Source: an optimization exercise on an open RTL-to-GDS flow (aim: small area). Production flows keep margins and buffers that such runs may drop.
In this exercise RTL edits were held to simulation tests only and were not proved equivalent to the original.
Power figures rest on the tool's default switching activity, not on a simulated workload.

`flow/run.sh`:
```
#!/bin/bash
# synth_recipe.tcl (not shown) runs the flow's synth.tcl, then flattens the netlist and writes it again
# the make line also repeats each setting of config.mk as NAME=value (left out here)
make -C /OpenROAD-flow-scripts/flow DESIGN_CONFIG=/design/flow/config.mk WORK_HOME=/design/flow/orfs CLKGATE_MAP_FILE= SYNTH_SCRIPT=/design/flow/synth_recipe.tcl finish
```
`flow/config.mk`:
```
export PLATFORM = sky130hd
export DESIGN_NAME = uart_top
export DESIGN_NICKNAME = uart_top
export VERILOG_FILES = /design/flow/design.v
export SDC_FILE = /design/flow/constraint.sdc
export NUM_CORES = 4
export LEC_CHECK = 0
export CAP_MARGIN = 20
export CORE_MARGIN = 2
export CORE_UTILIZATION = 40
export SLEW_MARGIN = 20
```
`flow/constraint.sdc`:
```
create_clock -name core_clock -period 10.0 [get_ports {clk}]
set_input_delay 2.0000 -clock core_clock [delete_from_list [all_inputs] [get_ports {clk}]]
set_output_delay 2.0000 -clock core_clock [all_outputs]
set_load 0.01 [all_outputs]
```
`flow/design.v`:
```
module baud_generate_tx(clock, reset, tx_sel, baud_tx_out);
input clock;
input reset;
input [1:0]tx_sel;
output reg baud_tx_out;
wire baud_tick_115200bps, baud_tick_38400bps, baud_tick_19200bps, baud_tick_9600bps;
integer count1;
integer count2;
integer count3;
integer count4;
always@(posedge clock, negedge reset)
if(!reset)
count1<=0;
else if(count1<86)
count1<=count1+1;
else
count1<=1;
assign baud_tick_115200bps=(count1<44)?1:0;
always@(posedge clock, negedge reset)
if(!reset)
count2<=0;
else if(count2<260)
count2<=count2+1;
else
count2<=1;
assign baud_tick_38400bps =(count2<131)?1:0;
always@(posedge clock, negedge reset)
if(!reset)
count3<=0;
else if(count3<520)
count3<=count3+1;
else
count3<=1;
assign baud_tick_19200bps =(count3<261)?1:0;
always@(posedge clock, negedge reset)
if(!reset)
count4<=0;
else if(count4<1042)
count4<=count4+1;
else
count4<=1;
assign baud_tick_9600bps =(count4<522)?1:0;
always@(tx_sel, baud_tick_115200bps, baud_tick_38400bps, baud_tick_19200bps, baud_tick_9600bps)
begin
case(tx_sel)
2'b00 : baud_tx_out = baud_tick_115200bps;
2'b01 : baud_tx_out = baud_tick_38400bps;
2'b10 : baud_tx_out = baud_tick_19200bps;
2'b11 : baud_tx_out = baud_tick_9600bps;
endcase
end
endmodule
module baud_generate_rx(clock, reset, rx_sel, baud_rx_out);
input clock;
input reset;
input [1:0]rx_sel;
output reg baud_rx_out;
wire baud_tick_115200bps, baud_tick_38400bps, baud_tick_19200bps, baud_tick_9600bps;
integer count1;
integer count2;
integer count3;
integer count4;
always@(posedge clock, negedge reset)
if(!reset)
count1<=0;
else if(count1<68)
count1<=count1+1;
else
count1<=1;
assign baud_tick_115200bps=(count1<35)?1:0;
always@(posedge clock, negedge reset)
if(!reset)
count2<=0;
else if(count2<208)
count2<=count2+1;
else
count2<=1;
assign baud_tick_38400bps =(count2<105)?1:0;
always@(posedge clock, negedge reset)
if(!reset)
count3<=0;
else if(count3<416)
count3<=count3+1;
else
count3<=1;
assign baud_tick_19200bps =(count3<209)?1:0;
always@(posedge clock, negedge reset)
if(!reset)
count4<=0;
else if(count4<832)
count4<=count4+1;
else
count4<=1;
assign baud_tick_9600bps =(count4<417)?1:0;
always@(rx_sel, baud_tick_115200bps, baud_tick_38400bps, baud_tick_19200bps, baud_tick_9600bps)
begin
case(rx_sel)
2'b00 : baud_rx_out = baud_tick_115200bps;
2'b01 : baud_rx_out = baud_tick_38400bps;
2'b10 : baud_rx_out = baud_tick_19200bps;
2'b11 : baud_rx_out = baud_tick_9600bps;
endcase
end
endmodule
module uart_transmitter(tx_start,clock_tx,reset_tx,tick_tx,data_out_tx,data_in_tx);
input [7:0]data_in_tx;
input clock_tx,reset_tx;
input tick_tx;
input tx_start;
output data_out_tx;
wire w_shift_tx,w_load_tx,w_data_bit_tx,w_parity_bit_tx;
wire [1:0] w_select_tx;
fsm_tx  f1(.clock_tx(clock_tx),.reset_tx(reset_tx),.tick_tx(tick_tx),.tx_start(tx_start),.shift_tx(w_shift_tx),
            .load_tx(w_load_tx),.select_tx(w_select_tx));
piso_tx  p1(.clock_tx(clock_tx),.reset_tx(reset_tx),.tick_tx(tick_tx),.data_in_tx(data_in_tx),.data_out_tx(w_data_bit_tx),
            .load_tx(w_load_tx),.shift_tx(w_shift_tx));
mux_tx  m1(.data_bit_tx(w_data_bit_tx),.parity_bit_tx(w_parity_bit_tx),.data_output_tx(data_out_tx),
            .select_tx(w_select_tx));
parity_generator_tx  pg1(.clock_tx(clock_tx),.reset_tx(reset_tx),.tick_tx(tick_tx),
            .parity_out_tx(w_parity_bit_tx),.data_in_tx(data_in_tx),.load_tx(w_load_tx));
endmodule
module piso_tx(clock_tx,reset_tx,tick_tx,data_in_tx,data_out_tx,load_tx,shift_tx);
input [7:0]data_in_tx;
input clock_tx,reset_tx,tick_tx;
input load_tx,shift_tx;
output data_out_tx;
reg [7:0]temp_tx;
always @(posedge clock_tx, negedge reset_tx)
begin
if(!reset_tx)
temp_tx <= 8'b0;
else if(tick_tx)
begin
if(load_tx)
temp_tx <= data_in_tx;
else if(shift_tx)
temp_tx <= {1'b0, temp_tx[7:1]};
end
end
assign data_out_tx = temp_tx[0];
endmodule
module mux_tx(data_bit_tx,parity_bit_tx,data_output_tx,select_tx);
input [1:0]select_tx;
input data_bit_tx,parity_bit_tx;
output reg data_output_tx;
always @(select_tx,data_bit_tx,parity_bit_tx)
begin
case(select_tx)
2'b00 : data_output_tx = 1'b0;
2'b01 : data_output_tx = data_bit_tx;
2'b10 : data_output_tx = parity_bit_tx;
2'b11 : data_output_tx = 1'b1;
default : data_output_tx = 1'b1;
endcase
end
endmodule
module parity_generator_tx(clock_tx,reset_tx,tick_tx,parity_out_tx,data_in_tx,load_tx);
input clock_tx,reset_tx,tick_tx;
input [7:0]data_in_tx;
input load_tx;
output parity_out_tx;
reg [7:0]temp_parity_tx;
always @(posedge clock_tx, negedge reset_tx)
begin
if(!reset_tx)
temp_parity_tx <= 8'b0;
else if(tick_tx && load_tx)
temp_parity_tx <= data_in_tx;
end
assign parity_out_tx = ^(temp_parity_tx);
endmodule
module fsm_tx(clock_tx,reset_tx,tick_tx,tx_start,shift_tx,load_tx,select_tx);
input clock_tx,reset_tx,tick_tx;
input tx_start;
output reg [1:0]select_tx;
output reg shift_tx,load_tx;
parameter  [2:0] IDLE_TX = 3'b000, START_BIT_TX = 3'b001, DATA_BIT_TX = 3'b010, PARITY_BIT_TX = 3'b011,
                     STOP_BIT_TX = 3'b100;
reg [2:0] state_tx,next_state_tx;
integer count_tx;
reg go_tx;
always @(posedge clock_tx, negedge reset_tx)
begin
if(!reset_tx)
count_tx <= 1;
else if(tick_tx)
begin
if(go_tx)
count_tx <= count_tx + 1;
else
count_tx <= 1;
end
end
always @(state_tx,tx_start,count_tx)
begin
go_tx = 0;
case(state_tx)
IDLE_TX : next_state_tx = tx_start ? START_BIT_TX : IDLE_TX;
START_BIT_TX : next_state_tx = DATA_BIT_TX;
DATA_BIT_TX : begin
    go_tx = (count_tx == 8) ? 0 : 1;
    next_state_tx = (count_tx == 8) ? PARITY_BIT_TX : DATA_BIT_TX;
end
PARITY_BIT_TX : next_state_tx = STOP_BIT_TX;
STOP_BIT_TX : next_state_tx = IDLE_TX;
default : next_state_tx = IDLE_TX;
endcase 
end
always @(posedge clock_tx, negedge reset_tx)
begin
    if(!reset_tx)
    state_tx <= IDLE_TX;
    else if(tick_tx)
    state_tx <= next_state_tx;
end
always @(state_tx)
begin
if(state_tx == IDLE_TX)
begin
    select_tx = 2'b11;
    shift_tx = 0;
    load_tx = 0;
end
else if(state_tx == START_BIT_TX)
begin
    select_tx = 2'b00;
    shift_tx = 0;
    load_tx = 1;
end
else if(state_tx == DATA_BIT_TX)
begin
    select_tx = 2'b01;
    shift_tx = 1;
    load_tx = 0;
end
else if(state_tx == PARITY_BIT_TX)
begin
    select_tx = 2'b10;
    shift_tx = 0;
    load_tx = 0;
end
else if(state_tx == STOP_BIT_TX)
begin
    select_tx = 2'b11;
    shift_tx = 0;
    load_tx = 0;
end
else
begin
    select_tx = 2'b11;
    shift_tx = 0;
    load_tx = 0;
end
end
endmodule
module uart_receiver(rx_in,rx_clock,rx_reset,rx_tick,rx_parity_bit_error,stop_bit_error,data_out_rx);
input rx_in,rx_clock,rx_reset,rx_tick;
output rx_parity_bit_error,stop_bit_error;
output [7:0]data_out_rx;
wire w_start_detect, w_parity_load, w_shift_rx, w_check_stop, w_parity_mismatch;
wire [7:0]w_data;
fsm_rx  f2(.start_detect_rx(w_start_detect),.parity_mismatch_rx(w_parity_mismatch),.rx_clock(rx_clock),.rx_tick(rx_tick),
    .rx_reset(rx_reset),.parity_load_rx(w_parity_load),.rx_shift(w_shift_rx),.check_stop_rx(w_check_stop));
sipo_rx  sp2(.rx_data_in(rx_in),.rx_clock(rx_clock),.rx_reset(rx_reset),.rx_tick(rx_tick),.rx_shift(w_shift_rx),.rx_out(w_data));
start_bit_detector  sbd2(.rx_data_in(rx_in),.start_detect_rx(w_start_detect));
stop_bit_detector  stopbd2(.rx_data_in(rx_in),.rx_clock(rx_clock),.rx_reset(rx_reset),.rx_tick(rx_tick),
    .check_stop_rx(w_check_stop),.stop_bit_error(stop_bit_error));
parity_checker  pc2(.rx_data_in(rx_in),.rx_clock(rx_clock),.rx_reset(rx_reset),.rx_tick(rx_tick),
    .parity_load_rx(w_parity_load),.data_in_sipo(w_data),.parity_mismatch_rx(w_parity_mismatch),
    .rx_parity_bit_error(rx_parity_bit_error));
assign data_out_rx = (stop_bit_error == 0) ? w_data : 8'b0;
endmodule
module sipo_rx(rx_data_in,rx_clock,rx_reset,rx_tick,rx_shift,rx_out);
input rx_clock,rx_reset,rx_tick;
input rx_shift;
input rx_data_in;
output [7:0]rx_out;
reg [7:0]temp_rx;
reg [7:0]hold_rx;
always @(posedge rx_clock, negedge rx_reset)
begin
if(!rx_reset)
temp_rx <= 8'b0;
else if(rx_tick && rx_shift)
temp_rx <= {rx_data_in,temp_rx[7:1]};
end
always @(posedge rx_clock, negedge rx_reset)
begin
if(!rx_reset)
hold_rx <= 8'b0;
else if(!rx_shift)
hold_rx <= temp_rx;
end
assign rx_out = (!rx_shift) ? temp_rx : hold_rx;
endmodule
module start_bit_detector(rx_data_in,start_detect_rx);
input rx_data_in;
output reg start_detect_rx;
always @(rx_data_in)
begin
if(rx_data_in == 0)
start_detect_rx = 1;
else 
start_detect_rx = 0;
end
endmodule
module stop_bit_detector(rx_data_in,rx_clock,rx_reset,rx_tick,check_stop_rx,stop_bit_error);
input rx_data_in, check_stop_rx;
input rx_clock,rx_reset,rx_tick;
output reg stop_bit_error;
always @(posedge rx_clock, negedge rx_reset)
begin
if(!rx_reset)
stop_bit_error <= 0;
else if(rx_tick && check_stop_rx)
begin
    if(rx_data_in==1)
    stop_bit_error <= 0;
    else
    stop_bit_error <= 1;
end
end
endmodule
module parity_checker(rx_data_in,rx_clock,rx_reset,rx_tick,parity_load_rx,data_in_sipo,parity_mismatch_rx,rx_parity_bit_error);
input rx_data_in,parity_load_rx;
input rx_clock,rx_reset,rx_tick;
input [7:0] data_in_sipo;
output parity_mismatch_rx;
output reg rx_parity_bit_error;
assign parity_mismatch_rx = (rx_data_in != ^data_in_sipo);
always @(posedge rx_clock, negedge rx_reset)
begin
if(!rx_reset)
rx_parity_bit_error <= 0;
else if(rx_tick && parity_load_rx == 1)
begin
    if(rx_data_in == ^data_in_sipo)
    rx_parity_bit_error <= 0;
    else
    rx_parity_bit_error <= 1;
end
end
endmodule
module fsm_rx(start_detect_rx,parity_mismatch_rx,rx_clock,rx_reset,rx_tick,parity_load_rx,rx_shift,check_stop_rx);
input rx_clock,rx_reset,rx_tick;
input start_detect_rx, parity_mismatch_rx;
output reg check_stop_rx, rx_shift, parity_load_rx;
parameter [1:0] IDLE_RX = 2'b00, DATA_RX = 2'b01, PARITY_BIT_RX = 2'b10, STOP_RX = 2'b11;
reg [1:0] state_rx, next_state_rx;
integer count_rx;
reg go_rx;
always @(posedge rx_clock, negedge rx_reset)  begin
if(!rx_reset)
count_rx <= 1;
else if(rx_tick)
begin
if(go_rx == 1)
count_rx <= count_rx + 1;
else
count_rx <= 1;
end
end
always @(state_rx, start_detect_rx, parity_mismatch_rx,count_rx)
begin
go_rx = 0;
case(state_rx)
IDLE_RX : next_state_rx = (start_detect_rx) ? DATA_RX : IDLE_RX;
DATA_RX : begin
    go_rx = (count_rx == 8) ? 0 : 1;
    next_state_rx = (count_rx == 8) ? PARITY_BIT_RX : DATA_RX;
end
PARITY_BIT_RX : next_state_rx = (parity_mismatch_rx == 1) ? IDLE_RX : STOP_RX;
STOP_RX : next_state_rx = IDLE_RX;
default :  next_state_rx = IDLE_RX;
endcase
end
always @(posedge rx_clock, negedge rx_reset)
begin
if(!rx_reset)
state_rx <= IDLE_RX;
else if(rx_tick)
state_rx <= next_state_rx;
end
always @(state_rx)
begin
if(state_rx == IDLE_RX)
begin
rx_shift = 0;
parity_load_rx = 0;
check_stop_rx = 0;
end
else if(state_rx == DATA_RX)
begin
rx_shift = 1;
parity_load_rx = 0;
check_stop_rx = 0;
end
else if(state_rx == PARITY_BIT_RX)
begin
rx_shift = 0;
parity_load_rx = 1;
check_stop_rx = 0;
end
else if(state_rx == STOP_RX)
begin
rx_shift = 0;
parity_load_rx = 0;
check_stop_rx = 1;
end
else
begin
rx_shift = 0;
parity_load_rx = 0;
check_stop_rx = 0;
end
end
endmodule
module uart_top(
    input        clk,
    input        rst_n,
    input  [1:0] tx_sel,
    input  [1:0] rx_sel,
    input        tx_start,
    input  [7:0] tx_data,
    output       tx_out,
    input        rx_in,
    output [7:0] rx_data,
    output       rx_parity_error,
    output       rx_stop_error
);
wire baud_tx, baud_rx;
reg  baud_tx_q, baud_rx_q;
baud_generate_tx bg_tx(.clock(clk), .reset(rst_n), .tx_sel(tx_sel), .baud_tx_out(baud_tx));
baud_generate_rx bg_rx(.clock(clk), .reset(rst_n), .rx_sel(rx_sel), .baud_rx_out(baud_rx));
always @(posedge clk, negedge rst_n)
begin
if(!rst_n)
begin
    baud_tx_q <= 1'b1;
    baud_rx_q <= 1'b1;
end
else
begin
    baud_tx_q <= baud_tx;
    baud_rx_q <= baud_rx;
end
end
wire tick_tx = baud_tx & ~baud_tx_q;
wire tick_rx = baud_rx & ~baud_rx_q;
uart_transmitter tx(.tx_start(tx_start), .clock_tx(clk), .reset_tx(rst_n), .tick_tx(tick_tx),
    .data_out_tx(tx_out), .data_in_tx(tx_data));
uart_receiver rx(.rx_in(rx_in), .rx_clock(clk), .rx_reset(rst_n), .rx_tick(tick_rx),
    .rx_parity_bit_error(rx_parity_error), .stop_bit_error(rx_stop_error), .data_out_rx(rx_data));
endmodule
```
==> summary.txt <==
## flip-flops by register name (all words and copies together), names as in the netlist
signal                      count
rx.f2.count_rx                 32
bg_tx.count4                   32
tx.pg1.temp_parity_tx           8
tx.f1.count_tx                 32
rx.f2.state_rx                  2
bg_tx.count2                   32
rx.sp2.temp_rx                  8
baud_tx_q                       1
rx.sp2.hold_rx                  8
bg_rx.count2                   32
bg_tx.count1                   32
baud_rx_q                       1
bg_rx.count4                   32
tx.f1.state_tx                  3
bg_tx.count3                   32
rx.stopbd2.stop_bit_error       1
bg_rx.count1                   32
tx.p1.temp_tx                   8
rx.pc2.rx_parity_bit_error      1
bg_rx.count3                   32
## placed cells by master (no fill, tap or decap), types with 35 or more instances in the layout
cell type,n
sky130_fd_sc_hd__nand2_1,126
sky130_fd_sc_hd__o21ai_0,101
sky130_fd_sc_hd__a21oi_1,48
sky130_fd_sc_hd__and3_1,49
sky130_fd_sc_hd__xor2_1,133
sky130_fd_sc_hd__dfrtp_1,357
sky130_fd_sc_hd__inv_1,51
sky130_fd_sc_hd__mux2_2,36
sky130_fd_sc_hd__nand3_1,119
sky130_fd_sc_hd__nand4_1,71
sky130_fd_sc_hd__o31ai_1,41
sky130_fd_sc_hd__nor3_1,35
sky130_fd_sc_hd__nor4_1,59
sky130_fd_sc_hd__nor2_1,313
sky130_fd_sc_hd__xnor2_1,100
sky130_fd_sc_hd__clkbuf_16,43
## how the worst max path moves through the flow
stage / start / slack, ps / cells past startpoint / endpoint
6_report: rx.f2.state_rx[1]$_DFFE_PN0P_ / 5450 / 4 / rx_data[2]
4_1_cts: rx.f2.state_rx[1]$_DFFE_PN0P_ / 5410 / 4 / rx_data[2]
2_1_floorplan: rx_sel[0] / 6460 / 8 / rx.f2.count_rx[17]$_DFFE_PN0P_
5_1_grt: rx.f2.state_rx[1]$_DFFE_PN0P_ / 5360 / 4 / rx_data[5]
3_3_place_gp: tx_sel[0] / 5320 / 7 / tx.p1.temp_tx[7]$_DFFE_PN0P_
3_5_place_dp: tx_sel[0] / 5290 / 7 / tx.pg1.temp_parity_tx[3]$_DFFE_PN0P_
## cell type report
cell class | count | area share, %
Sequential cell | 361 | 43.6
Multi-Input combinational cell | 1460 | 43.0
Clock buffer | 51 | 5.48
Tap cell | 600 | 3.62
Timing Repair Buffer | 44 | 1.99
Clock inverter | 25 | 1.38
Inverter | 51 | 0.924
## per-layer routing
metal	up-vias	wire length [um]	track usage (%)
met5	-	0	0
met4	0	703	4.94
met3	45	1020	2.33
met2	130	17100	26.5
met1	6714	17900	21.6
li1	6859	-	-
## metrics by stage
step | util (%) | setup slack [ps] | area (um2)
2_1_floorplan | - | 6460 | 18300
3_3_place_gp | 42.6 | 5320 | 19300
3_5_place_dp | 42.6 | 5290 | 19300
4_1_cts | 45.7 | 5410 | 20700
5_1_grt | 45.8 | 5360 | 20700
6_report | 45.8 | 5450 | 20700
## power breakdown
group          internal (mW)  total [mW]  switching (mW)
Combinational          0.208       0.418           0.210
Sequential              1.53        1.60          0.0690
Clock                  0.943        1.57           0.628
Total                   2.69        3.59           0.907
## cell families (layout without fill, tap and decap cells)
family          after synthesis  after routing  synth area share, %
simple gates                896            896                 24.2
flops                       361            361                 49.3
compound gates              275            275                 9.45
xor+xnor                    233            233                 11.1
buf+inv                     112            171                 2.37
mux                          40             40                 2.43
fa+ha+maj                    16             16                 1.09
==> impl_metrics.ini <==
[route]
drcViolationCount = 0
via_per_inst = 5.30
firstDrtPassIters = 5
detailroute.via_count = 13748
postRouteWirelength_um = 36800
wl_cell_um = 14.2
detail-route-antenna-nets = 0
detail_route.iter0.violations = 841

[final_layout]
area.sequential_um2 = 9040
antenna_cells_inserted = 0
nFillCells = 4332
final_cell_count_without_fillers = 2592
fin_nets = 1992
drive_above_1_share_pct = 7.78
flow.area_growth_from_synthesis_pct = 13.1
multi_input_comb_area_um2 = 8900

[yosys]
netlist_top_cells_area = sky130_fd_sc_hd__dfrtp_1 (49%), sky130_fd_sc_hd__nor2_1 (6.4%), sky130_fd_sc_hd__xor2_1 (6.4%)
synthesis.area_per_instance_um2 = 9.48
synth-edff-count = 0
synth_largest_type_area_fraction_pct = 48.8
ys_async_sr_fraction_pct = 100
post_synth_num_cell_types = 64
synth_most_common_cell = sky130_fd_sc_hd__dfrtp_1
yosysSeqAreaShare_pct = 49.3
mappedNetlistNets = 1965
post_synth_instance_area_um2 = 18300
synthesis.instances = 1933
ys_warn_count = 12
synthFlopType = sky130_fd_sc_hd__dfrtp_1
synth_seq_cells = 361
post-synth-top-area-cell = sky130_fd_sc_hd__dfrtp_1
netlist_top_cells_count = sky130_fd_sc_hd__dfrtp_1 (357), sky130_fd_sc_hd__nor2_1 (314), sky130_fd_sc_hd__xor2_1 (133)

[sta]
max_slew_margin_pct = 31.4
finalSetupViolations = 0
hold_violations = 0
timing.fmax_mhz = 220
grt_setup_unrepaired = no
post-route-min-period_ps = 4550
worstMarginPinSlew_ps = 1020
fin_worst_hold_slack_ps = 480
final.setup.tns_ps = 0
clock-skew-final_ps = 27.0
fin_crit_sh_pct = 45.5
final-max-slew-violation-count = 0

[clocking]
cts_root_buf = sky130_fd_sc_hd__clkbuf_16
numCtsBuffers = 42
cts.repair.resized = 0
clock_path_buffers = 3
cts_num_sinks = 361
clk_transition_reported_paths_ps = 60
tritoncts = built
setup_fix_buffers_added_after_clock_tree_synthesis = 0
cts_htree_levels = 2
clkLatencyLatePin_ps = 570
cts_hold_buffers = 0

[floorplanning]
die_area_um2 = 47500
die_x_um = 218
dieHeight_um = 218
design.portCount = 27
core.rowCount = 78
fp.coreArea_um2 = 45300
start_util_pct = 40.5

[place]
port_buffers = 26
numPlacedInstances = 2516
dp_hpwl_um = 23800
gpl.final_weighted_congestion = 0.768

[hold_path]
worstHoldEndpoint = tx.f1.count_tx[31]$_DFFE_PN0P_
hold_class = reg2reg
whs_path_depth = 1
min-delay-start = tx.f1.count_tx[31]$_DFFE_PN0P_

[power]
total_power_mw = 3.59
ir_worst_vdd_uv = 143
powerDensity_nw_per_um2 = 173
p_leak_nw = 8.98

[critical_path]
crit_path_max_incr_delay_ps = 550
crit_chain = nand2b_1 > mux2_2 > and2_1 > clkdlybuf4s50_1
arrival_time_of_the_worst_setup_path_ps = 2550
reg2reg_setup_slack_ps = 6160
gate_family_responsible_for_the_most_delay_along_the_worst_path = simple AND/OR/NAND/NOR gates
crit_path_start_kind = flip-flop
cp.required_ps = 8000
path_buf_inv = 1
timing_worst_setup_path_type = reg2out
timing.critical_path.slowest_stage_cell = sky130_fd_sc_hd__nand2b_1
rr_worst_depth = 7
cp-end-kind = output pin
crit_path_max_fanout = 14
rr_endpoint = tx.pg1.temp_parity_tx[3]$_DFFE_PN0P_
worstReg2RegStart = bg_tx.count4[8]$_DFF_PN0_

[global_routing]
grt.overflow.total = 0
grt_max_degree = 180
first_global_vias = 13653
number_of_antenna_violations_at_the_first_check_in_global_routing = 0
wire_length_of_the_first_global_routing_pass_um = 64700
global_route.usage.total_pct = 16.0

[job]
drv.max_cap_violation_count = 0

[run_status]
status = timing/DRC/antenna clean

==> port drivers added, routing unchanged <==
In the flow no input, the clock included, has a driving cell. The finished layout below was timed again as built, in two steps.
Step 1: set_driving_cell puts a clkbuf_16 on clk and a buf_2 on each other input, an assumption about the parent block.
Step 2 times the ports against the registers' clock, not the clock port: input delays grow and output delays shrink by t, the midpoint of the rising clock arrivals with the driver on.
Three values: ideal, step 1, step 2; two values: the first two.
t (ns): 0.615
setup slack, ns: 5.446 / 5.391 / 5.304
worst setup path after step 2: input to register
slew at the worst register clock pin (ns): 0.06 / 0.06
After both steps setup and hold are still met in this run. The setup slack of this run moves by -0.055 ns with the drivers and by -0.142 ns with both steps.
